Context: an optimization exercise on an open-source flow, tuned for small area, a short achievable clock period and few clock cycles per item. The choices shown serve that exercise and are no tape-out recipe.
At most, simulation tests tie the RTL to the original design; equivalence was not proved.
Power is estimated from default activity; no workload was simulated.

==> build 67 <==
Design SSE, start of the top module:
module SSE (
	input  logic        clk,
	input  logic        rst,
	input  logic        in_valid,
	input  logic        in_last,
	input  logic [31:0] A,
	input  logic [31:0] B,
	output logic        in_ready,
	output logic        out_valid,
	output logic [31:0] Y
);
make LEC_CHECK=0 CAP_MARGIN=20 CORE_MARGIN=2 CORE_UTILIZATION=40 PLACE_DENSITY=0.6 SETUP_SLACK_MARGIN=5 SLEW_MARGIN=20 finish   # period 10.0 ns
run.sh (not shown) runs the stock make flow with config.mk's settings and CLKGATE_MAP_FILE= SYNTH_SCRIPT=/design/flow/synth_recipe.tcl, a recipe that flattens the netlist after the stock synthesis.
==> trial 27: changes against build 67 <==
--- a/flow/design.v
+++ b/flow/design.v
@@ -61,61 +61,50 @@
 	logic [25:0] pinc;
 	logic [22:0] f1n;
 	logic [23:0] m1n;
 	logic [7:0]  e1n;
 	sse_inc #(.W(25), .L(5)) inc1 (.a(pu1), .s(pinc));
 	assign f1n = pu1[24] ? pinc[23:1] : pu1[22:0];
 	assign m1n = {1'b1, f1n};
 	assign e1n = pe1;
-	logic       ebP, inc;
-	assign ebP = v6 & (aZ | selP);
-	assign inc = v6 & ~aZ & ~pZ & ovf;
-	logic [8:0]  dPa, dPp, dP0;
-	logic        sel0;
 	logic [23:0] yp0, yp1;
+	logic [8:0]  dP0, dA0;
+	logic [4:0]  shA0, shA1;
+	logic        sel0, sel1, inc;
+	logic       ebP;
+	logic [8:0] dPa, dPp, dAa, dAp;
+	assign ebP = v6 & (aZ | selP);
 	assign dPa = {1'b0, ae} - {1'b0, e1n};
 	assign dPp = {1'b0, pe} - {1'b0, e1n};
+	assign dAa = {1'b0, e1n} - {1'b0, ae};
+	assign dAp = {1'b0, e1n} - {1'b0, pe};
 	assign dP0 = ebP ? dPp : dPa;
+	assign dA0 = ebP ? dAp : dAa;
+	assign inc = v6 & ~aZ & ~pZ & ovf;
 	assign sel0 = dP0[8];
+	assign sel1 = sel0 & (dA0 != 9'd1);
 	assign yp0 = sel0 ? m1n : (dP0[7:0] > 8'd23) ? 24'd0 : (m1n >> dP0[4:0]);
 	assign yp1 = sel0 ? m1n : {1'b0, yp0[23:1]};
-	logic [8:0]  dA [0:3];     
-	logic [3:0]  shHc [0:3];
-	logic [7:0]  shLc [0:3];
-	logic [3:0]  selc;
-	assign dA[0] = {1'b0, e1n} - {1'b0, ae};
-	assign dA[1] = {1'b0, e1n} + {1'b1, ~ae};
-	assign dA[2] = {1'b0, e1n} - {1'b0, pe};
-	assign dA[3] = {1'b0, e1n} + {1'b1, ~pe};
-	always_comb
-		for (int c = 0; c < 4; c++) begin
-			selc[c] = ~dA[c][8] & (dA[c] != 0);
-			if (~selc[c]) begin
-				shHc[c] = 4'b0001;
-				shLc[c] = 8'b00000001;
-			end
-			else begin
-				shHc[c] = (dA[c][7:5] != 0) ? 4'b0000 : {1'b0, dA[c][4:3] == 2'd2, dA[c][4:3] == 2'd1, dA[c][4:3] == 2'd0};
-				for (int j = 0; j < 8; j++) shLc[c][j] = (dA[c][2:0] == j);
-			end
-		end
-	logic [3:0] shH0, shH1;
-	logic [7:0] shL0, shL1;
-	logic       sel1;
-	assign shH0 = ebP ? shHc[2] : shHc[0];
-	assign shH1 = ebP ? shHc[3] : shHc[1];
-	assign shL0 = ebP ? shLc[2] : shLc[0];
-	assign shL1 = ebP ? shLc[3] : shLc[1];
-	assign sel1 = ebP ? selc[3] : selc[1];
+	assign shA0 = ~sel0 ? 5'd0 : (dA0[7:0] > 8'd23) ? 5'd24 : dA0[4:0];
+	assign shA1 = ~sel1 ? 5'd0 : (dA0[7:0] > 8'd24) ? 5'd24 : (dA0[4:0] - 5'd1);
 	logic azn;
 	assign azn = v6 ? (l6 | (aZ & pZ)) : aZ;
 	logic [23:0] ypc0, ypc1;
+	logic [3:0]  shH0, shH1;
+	logic [7:0]  shL0, shL1;
 	assign ypc0 = azn ? m1n : yp0;
 	assign ypc1 = azn ? m1n : yp1;
+	assign shH0 = {1'b0, shA0[4:3] == 2'd2, shA0[4:3] == 2'd1, shA0[4:3] == 2'd0};
+	assign shH1 = {1'b0, shA1[4:3] == 2'd2, shA1[4:3] == 2'd1, shA1[4:3] == 2'd0};
+	always_comb
+		for (int j = 0; j < 8; j++) begin
+			shL0[j] = (shA0[2:0] == j);
+			shL1[j] = (shA1[2:0] == j);
+		end
 	always_ff @(posedge clk) begin
 		ps <= ps1;
 		pe <= e1n;
 		pNaN <= (&e1n) & (|f1n);
 		pInf <= (&e1n) & ~(|f1n);
 		l6 <= l5;
 		acc <= res;
 		selP <= inc ? sel1 : sel0;
@@ -829,49 +818,47 @@
 		else begin
 			spec = 0;
 			sval = A;
 		end
 	end
 	logic [8:0]  dAB;
 	logic [7:0]  dBA;
 	logic        aLess, eEq, fLess, swp;
-	logic [7:0]  k;
 	assign dAB = {1'b0, eA} - {1'b0, eB};
 	assign dBA = eB - eA;
 	assign aLess = dAB[8];
 	assign eEq = (eA == eB);
 	assign fLess = fA < fB;
-	assign swp = aLess | (eEq & fLess);
-	assign k = aLess ? dBA : dAB[7:0];
+	assign swp = A[30:0] < B[30:0];    
 	logic [22:0] x0, y0;
 	logic [4:0]  k0;
 	logic [7:0]  e0;
 	logic        s0, sub0;
 	always_ff @(posedge clk) begin
-		y0 <= (swp ? fA : fB) ^ {23{sA == sB}};
+		y0 <= swp ? fA : fB;
 		if (spec) begin
 			x0 <= sval[22:0];
 			k0 <= 5'd24;
 			e0 <= sval[30:23];
 			s0 <= sval[31];
 			sub0 <= 0;
 		end
 		else begin
 			x0 <= swp ? fB : fA;
-			k0 <= (k > 8'd23) ? 5'd24 : k[4:0];
+			k0 <= aLess ? ((dBA > 8'd23) ? 5'd24 : dBA[4:0]) : ((dAB[7:0] > 8'd23) ? 5'd24 : dAB[4:0]);
 			e0 <= aLess ? eB : eA;
 			s0 <= (sA == sB) ? (swp ^ sA) : sA;
 			sub0 <= (sA == sB);
 		end
 	end
 	logic [23:0] y1;
-	assign y1 = ({~sub0, y0} >> k0) | ({24{sub0}} & ~(24'hffffff >> k0));
+	assign y1 = {1'b1, y0} >> k0;
 	logic [24:0] sum2;
-	sse_add #(.W(24), .L(5)) add1 (.a({1'b1, x0}), .b(y1), .ci(sub0), .s(sum2));
+	sse_add #(.W(24), .L(5)) add1 (.a({1'b1, x0}), .b(sub0 ? ~y1 : y1), .ci(sub0), .s(sum2));
 	logic [24:0] r2;
 	logic [7:0]  e2;
 	logic        s2, sub2;
 	always_ff @(posedge clk) begin
 		r2 <= {sum2[24] & ~sub0, sum2[23:0]};
 		e2 <= e0;
 		s2 <= s0;
 		sub2 <= sub0;
@@ -981,17 +968,17 @@
 	always_comb begin
 		if (spec5i) begin
 			ps5 = ssp5i;
 			pe5 = {8{esp5i}};
 			pu5 = {24'd0, nsp5i};
 		end
 		else begin
 			ps5 = 0;
-			pe5 = U[24] ? ((&U) ? e4 + 8'd2 : e4 + 8'd1) : e4;
+			pe5 = U[24] ? e4 + 8'd1 : e4;
 			pu5 = U;
 		end
 	end
 	logic        ps1;
 	logic [7:0]  pe1;
 	logic [24:0] pu1;
 	always_ff @(posedge clk) begin
 		ps1 <= ps5;
==> flow/flow/run.sh (new file) <==
#!/bin/bash
set -euo pipefail
bash standard.sh SETUP_SLACK_MARGIN=5.6 "BUFFER_PORTS_ARGS=-buffer_cell sky130_fd_sc_hd__buf_1" finish > standard.log 2>&1
==> flow/standard.sh (new file) <==
#!/bin/bash
# synth_recipe.tcl (not shown) runs the flow's synth.tcl, then flattens the netlist and writes it again
# the make line also repeats each setting of config.mk as NAME=value (left out here)
make -C /OpenROAD-flow-scripts/flow DESIGN_CONFIG=/design/flow/config.mk WORK_HOME=/design/flow/orfs CLKGATE_MAP_FILE= SYNTH_SCRIPT=/design/flow/synth_recipe.tcl "${@:-finish}"
CTS_CLUSTER_DIAMETER = 100   (was unset)
CTS_CLUSTER_SIZE = 40   (was unset)
removed: flow/run.sh
==> build 77: changes against build 67 <==
--- a/flow/design.v
+++ b/flow/design.v
@@ -61,61 +61,50 @@
 	logic [25:0] pinc;
 	logic [22:0] f1n;
 	logic [23:0] m1n;
 	logic [7:0]  e1n;
 	sse_inc #(.W(25), .L(5)) inc1 (.a(pu1), .s(pinc));
 	assign f1n = pu1[24] ? pinc[23:1] : pu1[22:0];
 	assign m1n = {1'b1, f1n};
 	assign e1n = pe1;
-	logic       ebP, inc;
-	assign ebP = v6 & (aZ | selP);
-	assign inc = v6 & ~aZ & ~pZ & ovf;
-	logic [8:0]  dPa, dPp, dP0;
-	logic        sel0;
 	logic [23:0] yp0, yp1;
+	logic [8:0]  dP0, dA0;
+	logic [4:0]  shA0, shA1;
+	logic        sel0, sel1, inc;
+	logic       ebP;
+	logic [8:0] dPa, dPp, dAa, dAp;
+	assign ebP = v6 & (aZ | selP);
 	assign dPa = {1'b0, ae} - {1'b0, e1n};
 	assign dPp = {1'b0, pe} - {1'b0, e1n};
+	assign dAa = {1'b0, e1n} - {1'b0, ae};
+	assign dAp = {1'b0, e1n} - {1'b0, pe};
 	assign dP0 = ebP ? dPp : dPa;
+	assign dA0 = ebP ? dAp : dAa;
+	assign inc = v6 & ~aZ & ~pZ & ovf;
 	assign sel0 = dP0[8];
+	assign sel1 = sel0 & (dA0 != 9'd1);
 	assign yp0 = sel0 ? m1n : (dP0[7:0] > 8'd23) ? 24'd0 : (m1n >> dP0[4:0]);
 	assign yp1 = sel0 ? m1n : {1'b0, yp0[23:1]};
-	logic [8:0]  dA [0:3];     
-	logic [3:0]  shHc [0:3];
-	logic [7:0]  shLc [0:3];
-	logic [3:0]  selc;
-	assign dA[0] = {1'b0, e1n} - {1'b0, ae};
-	assign dA[1] = {1'b0, e1n} + {1'b1, ~ae};
-	assign dA[2] = {1'b0, e1n} - {1'b0, pe};
-	assign dA[3] = {1'b0, e1n} + {1'b1, ~pe};
-	always_comb
-		for (int c = 0; c < 4; c++) begin
-			selc[c] = ~dA[c][8] & (dA[c] != 0);
-			if (~selc[c]) begin
-				shHc[c] = 4'b0001;
-				shLc[c] = 8'b00000001;
-			end
-			else begin
-				shHc[c] = (dA[c][7:5] != 0) ? 4'b0000 : {1'b0, dA[c][4:3] == 2'd2, dA[c][4:3] == 2'd1, dA[c][4:3] == 2'd0};
-				for (int j = 0; j < 8; j++) shLc[c][j] = (dA[c][2:0] == j);
-			end
-		end
-	logic [3:0] shH0, shH1;
-	logic [7:0] shL0, shL1;
-	logic       sel1;
-	assign shH0 = ebP ? shHc[2] : shHc[0];
-	assign shH1 = ebP ? shHc[3] : shHc[1];
-	assign shL0 = ebP ? shLc[2] : shLc[0];
-	assign shL1 = ebP ? shLc[3] : shLc[1];
-	assign sel1 = ebP ? selc[3] : selc[1];
+	assign shA0 = ~sel0 ? 5'd0 : (dA0[7:0] > 8'd23) ? 5'd24 : dA0[4:0];
+	assign shA1 = ~sel1 ? 5'd0 : (dA0[7:0] > 8'd24) ? 5'd24 : (dA0[4:0] - 5'd1);
 	logic azn;
 	assign azn = v6 ? (l6 | (aZ & pZ)) : aZ;
 	logic [23:0] ypc0, ypc1;
+	logic [3:0]  shH0, shH1;
+	logic [7:0]  shL0, shL1;
 	assign ypc0 = azn ? m1n : yp0;
 	assign ypc1 = azn ? m1n : yp1;
+	assign shH0 = {1'b0, shA0[4:3] == 2'd2, shA0[4:3] == 2'd1, shA0[4:3] == 2'd0};
+	assign shH1 = {1'b0, shA1[4:3] == 2'd2, shA1[4:3] == 2'd1, shA1[4:3] == 2'd0};
+	always_comb
+		for (int j = 0; j < 8; j++) begin
+			shL0[j] = (shA0[2:0] == j);
+			shL1[j] = (shA1[2:0] == j);
+		end
 	always_ff @(posedge clk) begin
 		ps <= ps1;
 		pe <= e1n;
 		pNaN <= (&e1n) & (|f1n);
 		pInf <= (&e1n) & ~(|f1n);
 		l6 <= l5;
 		acc <= res;
 		selP <= inc ? sel1 : sel0;
@@ -842,36 +831,36 @@
 	assign fLess = fA < fB;
 	assign swp = aLess | (eEq & fLess);
 	assign k = aLess ? dBA : dAB[7:0];
 	logic [22:0] x0, y0;
 	logic [4:0]  k0;
 	logic [7:0]  e0;
 	logic        s0, sub0;
 	always_ff @(posedge clk) begin
-		y0 <= (swp ? fA : fB) ^ {23{sA == sB}};
+		y0 <= swp ? fA : fB;
 		if (spec) begin
 			x0 <= sval[22:0];
 			k0 <= 5'd24;
 			e0 <= sval[30:23];
 			s0 <= sval[31];
 			sub0 <= 0;
 		end
 		else begin
 			x0 <= swp ? fB : fA;
 			k0 <= (k > 8'd23) ? 5'd24 : k[4:0];
 			e0 <= aLess ? eB : eA;
 			s0 <= (sA == sB) ? (swp ^ sA) : sA;
 			sub0 <= (sA == sB);
 		end
 	end
 	logic [23:0] y1;
-	assign y1 = ({~sub0, y0} >> k0) | ({24{sub0}} & ~(24'hffffff >> k0));
+	assign y1 = {1'b1, y0} >> k0;
 	logic [24:0] sum2;
-	sse_add #(.W(24), .L(5)) add1 (.a({1'b1, x0}), .b(y1), .ci(sub0), .s(sum2));
+	sse_add #(.W(24), .L(5)) add1 (.a({1'b1, x0}), .b(sub0 ? ~y1 : y1), .ci(sub0), .s(sum2));
 	logic [24:0] r2;
 	logic [7:0]  e2;
 	logic        s2, sub2;
 	always_ff @(posedge clk) begin
 		r2 <= {sum2[24] & ~sub0, sum2[23:0]};
 		e2 <= e0;
 		s2 <= s0;
 		sub2 <= sub0;
==> flow/flow/run.sh (new file) <==
#!/bin/bash
set -euo pipefail
bash standard.sh SETUP_SLACK_MARGIN=5.6 finish > standard.log 2>&1
==> flow/standard.sh (new file) <==
#!/bin/bash
# synth_recipe.tcl (not shown) runs the flow's synth.tcl, then flattens the netlist and writes it again
# the make line also repeats each setting of config.mk as NAME=value (left out here)
make -C /OpenROAD-flow-scripts/flow DESIGN_CONFIG=/design/flow/config.mk WORK_HOME=/design/flow/orfs CLKGATE_MAP_FILE= SYNTH_SCRIPT=/design/flow/synth_recipe.tcl "${@:-finish}"
CTS_BUF_LIST = sky130_fd_sc_hd__clkbuf_4 sky130_fd_sc_hd__clkbuf_8   (was unset)
removed: flow/run.sh
==> comparison table <==
| quantity | build 77 | build 67 | trial 27 |
|---|---|---|---|
| DIE AREA | 82400 um2 | 85100 um2 | 82000 um2 |
| Vias in the first global route | 27556 | 28155 | 26490 |
| Worst Skew | 0.0324 ns | 0.0277 ns | 0.0271 ns |
| Most frequent cell on the critical path | nor4_4 | a21o_1 | - |
| Number of fill cells | 7742 | 8203 | 7955 |
| FF/Latch Area | 7280 um2 | 7230 um2 | 7270 um2 |
| Placed Area | 33900 um2 | 34900 um2 | 33200 um2 |
| Stages on worst setup path | 18 | 15 | 18 |
| Number of clock buffers inserted by TritonCTS | 70 | 44 | 24 |
| Final core utilization | 0.471 | 0.449 | 0.445 |
| Clock slew at the register clock pins of the worst setup and hold paths | 0.06 ns | 0.07 ns | 0.11 ns |
| Worst-case headroom to the max-slew limit | 0.187 | 0.284 | 0.229 |
| Power drawn by the sequential cells | 2790 uW | 2870 uW | 2680 uW |
| Final setup margin | 5.61 ns | 5.17 ns | 5.71 ns |
| Status | no timing/DRC/antenna violations | no timing/DRC/antenna violations | no timing/DRC/antenna violations |
| Synthesized instance count | 3901 | 4041 | 3844 |
| Fraction of area in clock buffers and inverters | 0.0420 | 0.0423 | 0.0253 |
| Maximum number of pins on one net before global-route repair | 55 | 53 | 59 |
| Placer's final routability congestion estimate | 0.958 | 0.931 | 0.962 |
| Post-layout minimum cycle time | 4.39 ns | 4.83 ns | 4.29 ns |
| Number of nets at the end of the flow | 4468 | 4530 | 4351 |
| Deepest level of the CTS H-tree | 3 | 2 | 1 |
| Adder and majority cell fraction of the synthesized area | 0.218 | 0.216 | 0.219 |
| Met1 WL | 42.3 mm | 42.8 mm | 40.3 mm |
| Total net switching power | 7400 uW | 7280 uW | 6430 uW |
| Internal power of the cells | 7330 uW | 7110 uW | 6220 uW |
| Worst path required time | 10.58 ns | 10.53 ns | 10.51 ns |
Testbench counts of trial 27, summed over its fixed seeds: cycles 8,146, items 8,082.
Testbench counts of build 77, summed over its fixed seeds: cycles 8,146, items 8,082.
Function not checked in build 67: the RTL went through the layout flow alone.

port drivers added, routing unchanged:
In the flow no input, the clock included, has a driving cell. The finished layouts below were timed again as built, in two steps.
Step 1, drivers: a clkbuf_16 drives clk and a buf_2 each remaining input, both assumed.
Step 2, shift: input delay + t, output delay - t, t = (earliest + latest rising clock arrival at the registers) / 2. This alone moves slack from input paths to output paths.
a / b / c = no drivers / after step 1 / after step 2; a / b = the first two.
| run | t, ns | setup WS [ns] | worst slew at a driven data input, ns |
|---|---|---|---|
| build 67 | 0.638 | 5.166 / 5.179 / 4.567 | 0.04 |
| trial 27 | 0.663 | 5.707 / 5.707 / 5.117 | 0.04 |
| build 77 | 0.708 | 5.610 / 5.610 / 5.029 | 0.05 |
After both steps every run listed still meets setup and hold. For build 67, which loses most, drivers alone change the setup slack by +0.013 ns; drivers and shift together by -0.599 ns.
